Background: an optimization exercise with open tools, aiming at small area, a short achievable clock period and few clock cycles per item. Do not read the settings as production practice.
Where RTL was checked, it was by simulation tests only, not by an equivalence proof against the original.
Power and IR drop assume default switching activity.

==> inputs of trial 1 <==
// axis_matvec_mul
module axis_matvec_mul #(
    parameter R=8, C=8, W_X=4, W_K=3,
    localparam W_Y = W_X + W_K + $clog2(C),
    localparam NQ = 18
)(
    input  logic clk, rstn,
    output logic s_axis_kx_tready,
    input  logic s_axis_kx_tvalid,
    input  logic [R*C*W_K + C*W_X -1:0] s_axis_kx_tdata,
    input  logic m_axis_y_tready,
    output logic m_axis_y_tvalid,
    output logic [R*W_Y-1:0] m_axis_y_tdata
);
    logic [R*NQ-1:0] q_d, q;
    matvec_mul #(
        .R(R), .C(C), .W_X(W_X), .W_K(W_K)
    ) MATVEC (
        .k(s_axis_kx_tdata[R*C*W_K-1:0]),
        .x(s_axis_kx_tdata[R*C*W_K +: C*W_X]),
        .q(q_d)
    );
    assign s_axis_kx_tready = !m_axis_y_tvalid || m_axis_y_tready;
    always_ff @(posedge clk or negedge rstn) begin
        if (!rstn)
            m_axis_y_tvalid <= 1'b0;
        else if (s_axis_kx_tready)
            m_axis_y_tvalid <= s_axis_kx_tvalid;
    end
    always_ff @(posedge clk) begin
        if (s_axis_kx_tready)
            q <= q_d;
    end
    matvec_sum #(
        .R(R), .C(C), .W_X(W_X), .W_K(W_K)
    ) SUM (
        .q(q),
        .y(m_axis_y_tdata)
    );
endmodule
Settings: LEC_CHECK=0, CAP_MARGIN=20, CORE_MARGIN=2, CORE_UTILIZATION=40, SETUP_SLACK_MARGIN=3.2, SLEW_MARGIN=20, SYNTH_HIERARCHICAL=1, SYNTH_MINIMUM_KEEP_SIZE=0; clock period 8.0 ns.
standard.sh (not shown) runs the stock make flow with config.mk's settings and CLKGATE_MAP_FILE= SYNTH_SCRIPT=/design/flow/synth_recipe.tcl, a recipe that flattens the netlist after the stock synthesis.
==> flow/flow/run.sh <==
#!/bin/bash
# The standard layout, with these changes:
# - each port's buffer is a sky130_fd_sc_hd__buf_1 (the standard flow picks a
#   larger delay buffer);
# - timing repair is limited to resizing and pin swaps;
# - after the standard synthesis, the largest buffers are kept out of the
#   resizer's reach, and clock tree synthesis uses sky130_fd_sc_hd__clkbuf_8.
# Each step's full output is in orfs/logs; make's own output is in synth.log
# and make.log.
set -euo pipefail
export BUFFER_PORTS_ARGS="-buffer_cell sky130_fd_sc_hd__buf_1"
export SETUP_MOVE_SEQUENCE="unbuffer,sizeup,swap"
export SKIP_GATE_CLONING=1
bash standard.sh synth > synth.log 2>&1
export DONT_USE_CELLS="sky130_fd_sc_hd__clkbuf_16 sky130_fd_sc_hd__buf_12 sky130_fd_sc_hd__buf_16 sky130_fd_sc_hd__bufinv_16"
export CTS_BUF_LIST="sky130_fd_sc_hd__clkbuf_8"
bash standard.sh finish > make.log 2>&1
==> inputs of build 50, as changes to trial 1 <==
--- a/flow/design.v
+++ b/flow/design.v
@@ -1,15 +1,15 @@
 module fa (input logic a, b, c, output logic s, co);
     assign {co, s} = a + b + c;
 endmodule
 module matvec_row (
     input  logic [23:0] k,
     input  logic [31:0] x,
-    output logic [17:0] q
+    output logic [15:0] q
 );
     logic s97;
     logic c97;
     logic s98;
     logic c98;
     logic s99;
     logic c99;
     logic s102;
@@ -127,16 +127,20 @@
     logic s162;
     logic c162;
     logic s163;
     logic c163;
     logic s164;
     logic c164;
     logic s165;
     logic c165;
+    logic s166;
+    logic c166;
+    logic s168;
+    logic c168;
     logic s169;
     logic c169;
     logic s170;
     logic c170;
     logic s171;
     logic c171;
     logic s172;
     logic c172;
@@ -147,24 +151,24 @@
     logic s175;
     logic c175;
     logic s176;
     logic c176;
     logic s177;
     logic c177;
     logic s178;
     logic c178;
+    logic s182;
+    logic c182;
     logic s183;
     logic c183;
     logic s184;
     logic c184;
     logic s185;
     logic c185;
-    logic s186;
-    logic c186;
     logic s189;
     logic c189;
     logic l0n;
     logic l1n;
     logic l2n;
     logic l3p;
     logic l4n;
     logic l5n;
@@ -412,92 +416,87 @@
     fa u_fa158 (.a(s150), .b(s151), .c(s152), .s(s158), .co(c158));
     fa u_fa159 (.a(s153), .b(s154), .c(~c137), .s(s159), .co(c159));
     fa u_fa160 (.a(c138), .b(c139), .c(c140), .s(s160), .co(c160));
     fa u_fa161 (.a(c141), .b(s155), .c(s156), .s(s161), .co(c161));
     fa u_fa162 (.a(s157), .b(s158), .c(c142), .s(s162), .co(c162));
     fa u_fa163 (.a(c143), .b(s159), .c(c144), .s(s163), .co(c163));
     fa u_fa164 (.a(s160), .b(s161), .c(c145), .s(s164), .co(c164));
     fa u_fa165 (.a(s162), .b(c146), .c(s163), .s(s165), .co(c165));
-    fa u_fa169 (.a(l67n), .b(l71n), .c(l75n), .s(s169), .co(c169));
-    fa u_fa170 (.a(l79n), .b(l83n), .c(l87n), .s(s170), .co(c170));
-    fa u_fa171 (.a(l91p), .b(l95p), .c(c150), .s(s171), .co(c171));
-    fa u_fa172 (.a(c151), .b(c152), .c(c153), .s(s172), .co(c172));
-    fa u_fa173 (.a(c154), .b(~s169), .c(~s170), .s(s173), .co(c173));
-    fa u_fa174 (.a(c155), .b(c156), .c(c157), .s(s174), .co(c174));
-    fa u_fa175 (.a(c158), .b(s171), .c(s172), .s(s175), .co(c175));
-    fa u_fa176 (.a(s173), .b(c159), .c(c160), .s(s176), .co(c176));
-    fa u_fa177 (.a(c161), .b(s174), .c(s175), .s(s177), .co(c177));
-    fa u_fa178 (.a(c162), .b(c163), .c(s176), .s(s178), .co(c178));
-    fa u_fa183 (.a(~c169), .b(~c170), .c(c171), .s(s183), .co(c183));
-    fa u_fa184 (.a(c172), .b(c173), .c(c174), .s(s184), .co(c184));
-    fa u_fa185 (.a(c175), .b(s183), .c(c176), .s(s185), .co(c185));
-    fa u_fa186 (.a(s184), .b(c177), .c(c178), .s(s186), .co(c186));
-    fa u_fa189 (.a(c183), .b(c184), .c(c185), .s(s189), .co(c189));
-    assign q = {c189, s189, c186, s186, s185, s178, c165, c164, s177, s165, c147, s164, s147, c127, s127, s110, s99, s98};
+    fa u_fa166 (.a(s164), .b(c147), .c(s165), .s(s166), .co(c166));
+    fa u_fa168 (.a(l67n), .b(l71n), .c(l75n), .s(s168), .co(c168));
+    fa u_fa169 (.a(l79n), .b(l83n), .c(l87n), .s(s169), .co(c169));
+    fa u_fa170 (.a(l91p), .b(l95p), .c(c150), .s(s170), .co(c170));
+    fa u_fa171 (.a(c151), .b(c152), .c(c153), .s(s171), .co(c171));
+    fa u_fa172 (.a(c154), .b(~s168), .c(~s169), .s(s172), .co(c172));
+    fa u_fa173 (.a(c155), .b(c156), .c(c157), .s(s173), .co(c173));
+    fa u_fa174 (.a(c158), .b(s170), .c(s171), .s(s174), .co(c174));
+    fa u_fa175 (.a(s172), .b(c159), .c(c160), .s(s175), .co(c175));
+    fa u_fa176 (.a(c161), .b(s173), .c(s174), .s(s176), .co(c176));
+    fa u_fa177 (.a(c162), .b(c163), .c(s175), .s(s177), .co(c177));
+    fa u_fa178 (.a(s176), .b(c164), .c(s177), .s(s178), .co(c178));
+    fa u_fa182 (.a(~c168), .b(~c169), .c(c170), .s(s182), .co(c182));
+    fa u_fa183 (.a(c171), .b(c172), .c(c173), .s(s183), .co(c183));
+    fa u_fa184 (.a(c174), .b(s182), .c(c175), .s(s184), .co(c184));
+    fa u_fa185 (.a(s183), .b(c176), .c(c177), .s(s185), .co(c185));
+    fa u_fa189 (.a(c182), .b(c183), .c(c184), .s(s189), .co(c189));
+    assign q = {c189, s189, c185, s185, c178, s184, c166, s178, c165, s166, s147, c127, s127, s110, s99, s98};
 endmodule
 module matvec_row_sum (
-    input  logic [17:0] q,
+    input  logic [15:0] q,
     output logic [9:0]  y
 );
     logic s193;
     logic c193;
     logic s194;
     logic c194;
     logic s195;
     logic c195;
     logic s196;
     logic c196;
-    logic s197;
-    logic c197;
-    logic s198;
-    logic c198;
-    fa u_fa193 (.a(q[6]), .b(q[7]), .c(q[8]), .s(s193), .co(c193));
-    fa u_fa194 (.a(q[9]), .b(q[10]), .c(q[11]), .s(s194), .co(c194));
-    assign s195 = ~(q[12] ^ c193);
-    assign c195 = q[12] | c193;
-    assign s196 = ~(q[13] ^ q[14]);
-    assign c196 = q[13] | q[14];
-    fa u_fa197 (.a(s196), .b(c194), .c(c195), .s(s197), .co(c197));
-    fa u_fa198 (.a(q[15]), .b(q[16]), .c(c196), .s(s198), .co(c198));
+    fa u_fa193 (.a(q[7]), .b(q[8]), .c(q[9]), .s(s193), .co(c193));
+    fa u_fa194 (.a(q[10]), .b(q[11]), .c(q[12]), .s(s194), .co(c194));
+    assign s195 = ~(c193 ^ s194);
+    assign c195 = c193 | s194;
+    fa u_fa196 (.a(q[13]), .b(q[14]), .c(c194), .s(s196), .co(c196));
     logic [9:0] ya, yb;
-    assign ya = {1'b1, q[17], c197, s197, s194, s193, q[4], q[3], ~q[2], ~q[0]};
-    assign yb = {1'b0, c198, s198, 1'b0, s195, 1'b0, q[5], 1'b0, 1'b0, ~q[1]};
+    assign ya = {1'b1, q[15], c195, s195, 1'b1, q[6], q[4], q[3], ~q[2], ~q[0]};
+    assign yb = {1'b0, c196, s196, 1'b0, s193, 1'b0, q[5], 1'b0, 1'b0, ~q[1]};
     assign y = ya + yb;
 endmodule
 module matvec_mul #(
     parameter R=8, C=8, W_X=4, W_K=3,
-    localparam NQ = 18
+    localparam NQ = 16
   )(
     input  logic [R*C*W_K-1:0] k,
     input  logic [C*W_X-1:0]   x,
     output logic [R*NQ-1:0]    q
   );
   genvar r;
   for (r = 0; r < R; r = r + 1) begin : g_row
     matvec_row u_row (.k(k[r*C*W_K +: C*W_K]), .x(x), .q(q[r*NQ +: NQ]));
   end
 endmodule
 module matvec_sum #(
     parameter R=8, C=8, W_X=4, W_K=3,
     localparam W_Y = W_X + W_K + $clog2(C),
-    localparam NQ = 18
+    localparam NQ = 16
   )(
     input  logic [R*NQ-1:0]    q,
     output logic [R*W_Y-1:0]   y
   );
   genvar r;
   for (r = 0; r < R; r = r + 1) begin : g_row
     matvec_row_sum u_row (.q(q[r*NQ +: NQ]), .y(y[r*W_Y +: W_Y]));
   end
 endmodule
 module axis_matvec_mul #(
     parameter R=8, C=8, W_X=4, W_K=3,
     localparam W_Y = W_X + W_K + $clog2(C),
-    localparam NQ = 18
+    localparam NQ = 16
 )(
     input  logic clk, rstn,
     output logic s_axis_kx_tready,
     input  logic s_axis_kx_tvalid,
     input  logic [R*C*W_K + C*W_X -1:0] s_axis_kx_tdata,
     input  logic m_axis_y_tready,
     output logic m_axis_y_tvalid,
     output logic [R*W_Y-1:0] m_axis_y_tdata
==> flow/flow/run.sh (replaced) <==
#!/bin/bash
# The standard layout, with these changes:
# - each port's buffer is a sky130_fd_sc_hd__buf_1 (the standard flow picks a
#   larger delay buffer), except that after global placement the buffers of
#   the X ports (s_axis_kx_tdata[223:192], 24 loads each) become
#   $X_PORT_BUFFER (flow/post_gpl.tcl);
# - timing repair is limited to resizing and pin swaps;
# - after the standard synthesis, the largest buffers are kept out of the
#   resizer's reach, and clock tree synthesis uses sky130_fd_sc_hd__clkbuf_8.
# Each step's full output is in orfs/logs; make's own output is in synth.log
# and make.log.
set -euo pipefail
export BUFFER_PORTS_ARGS="-buffer_cell sky130_fd_sc_hd__buf_1"
export SETUP_MOVE_SEQUENCE="unbuffer,sizeup,swap"
export SKIP_GATE_CLONING=1
bash standard.sh synth > synth.log 2>&1
export DONT_USE_CELLS="sky130_fd_sc_hd__clkbuf_16 sky130_fd_sc_hd__buf_12 sky130_fd_sc_hd__buf_16 sky130_fd_sc_hd__bufinv_16"
export CTS_BUF_LIST="sky130_fd_sc_hd__clkbuf_8"
export POST_GLOBAL_PLACE_TCL="$PWD/flow/post_gpl.tcl"
export X_PORT_BUFFER="${X_PORT_BUFFER:-sky130_fd_sc_hd__buf_8}"
bash standard.sh finish > make.log 2>&1
==> flow/flow/post_gpl.tcl (new file) <==
set cell sky130_fd_sc_hd__buf_8
if { [info exists ::env(X_PORT_BUFFER)] } { set cell $::env(X_PORT_BUFFER) }
set block [ord::get_db_block]
set n 0
foreach bterm [$block getBTerms] {
  if { [regexp {^s_axis_kx_tdata\[(\d+)\]$} [$bterm getName] -> idx] && $idx >= 192 } {
    set net [$bterm getNet]
    foreach iterm [$net getITerms] {
      set inst [$iterm getInst]
      if { [string match "*buf*" [[$inst getMaster] getName]] } {
        replace_cell [$inst getName] $cell
        incr n
      }
    }
  }
}
puts "post_gpl: resized $n X port buffers to $cell"
Settings changed: SETUP_SLACK_MARGIN 3.2 to 3.6.
==> run summary <==
	build 50	trial 1
Capturing point of the worst reg2reg path	q[17]	q[86]
Proportion of power drawn by combinational gates	0.772	0.765
Combinational cell power	7.53 mW	7.50 mW
Final sequential cell count	129	145
Bufs w/o clock	330	336
Fraction of power consumed by the clock network	0.060	0.062
Total number of placement rows	89	91
Status	finished clean	finished clean
Total chip power	9.75 mW	9.81 mW
Reg clk slew, reported paths	0.08 ns	0.11 ns
Layout-stage area growth over the synthesis result	14.5%	7.94%
GRT Overall Usage	0.274	0.273
Power in the clock group	0.583 mW	0.610 mW
Average routed wire per standard cell	25.5 um	25.6 um
Number of well taps	773	790
Worst Setup SP	s_axis_kx_tdata[207]	s_axis_kx_tdata[218]
Period utilization	0.579	0.598
Testbench counts of build 50, summed over its fixed seeds: cycles 520, items 512.
The RTL of trial 1 was laid out without a check of its function.

afterwards: timing with drivers on the ports:
How much do the figures lean on ideal ports? The routed layouts below were timed once more, with nothing changed but the port constraints.
Step 1 (the two cells are an assumption about what drives the block):
set clk [get_ports {clk}]
set_driving_cell -lib_cell sky130_fd_sc_hd__clkbuf_16 $clk
set_driving_cell -lib_cell sky130_fd_sc_hd__buf_2 [delete_from_list [all_inputs] $clk]
Step 2 also shifts input and output timing later by t, the mid clock arrival at the registers, as if the neighbouring blocks saw the same clock.
Slacks: no drivers / after step 1 / after step 2; pairs: no drivers / after step 1.
run | shift t [ns] | setup WS [ns] | worst data-port slew with drivers (ns)
trial 1 | 0.635 | 3.215 / 3.210 / 2.595 | 0.12
build 50 | 0.609 | 3.367 / 3.324 / 2.716 | 0.13
After both steps every run listed still meets setup and hold. For build 50, which loses most, drivers alone change the setup slack by -0.043 ns; drivers and shift together by -0.651 ns.
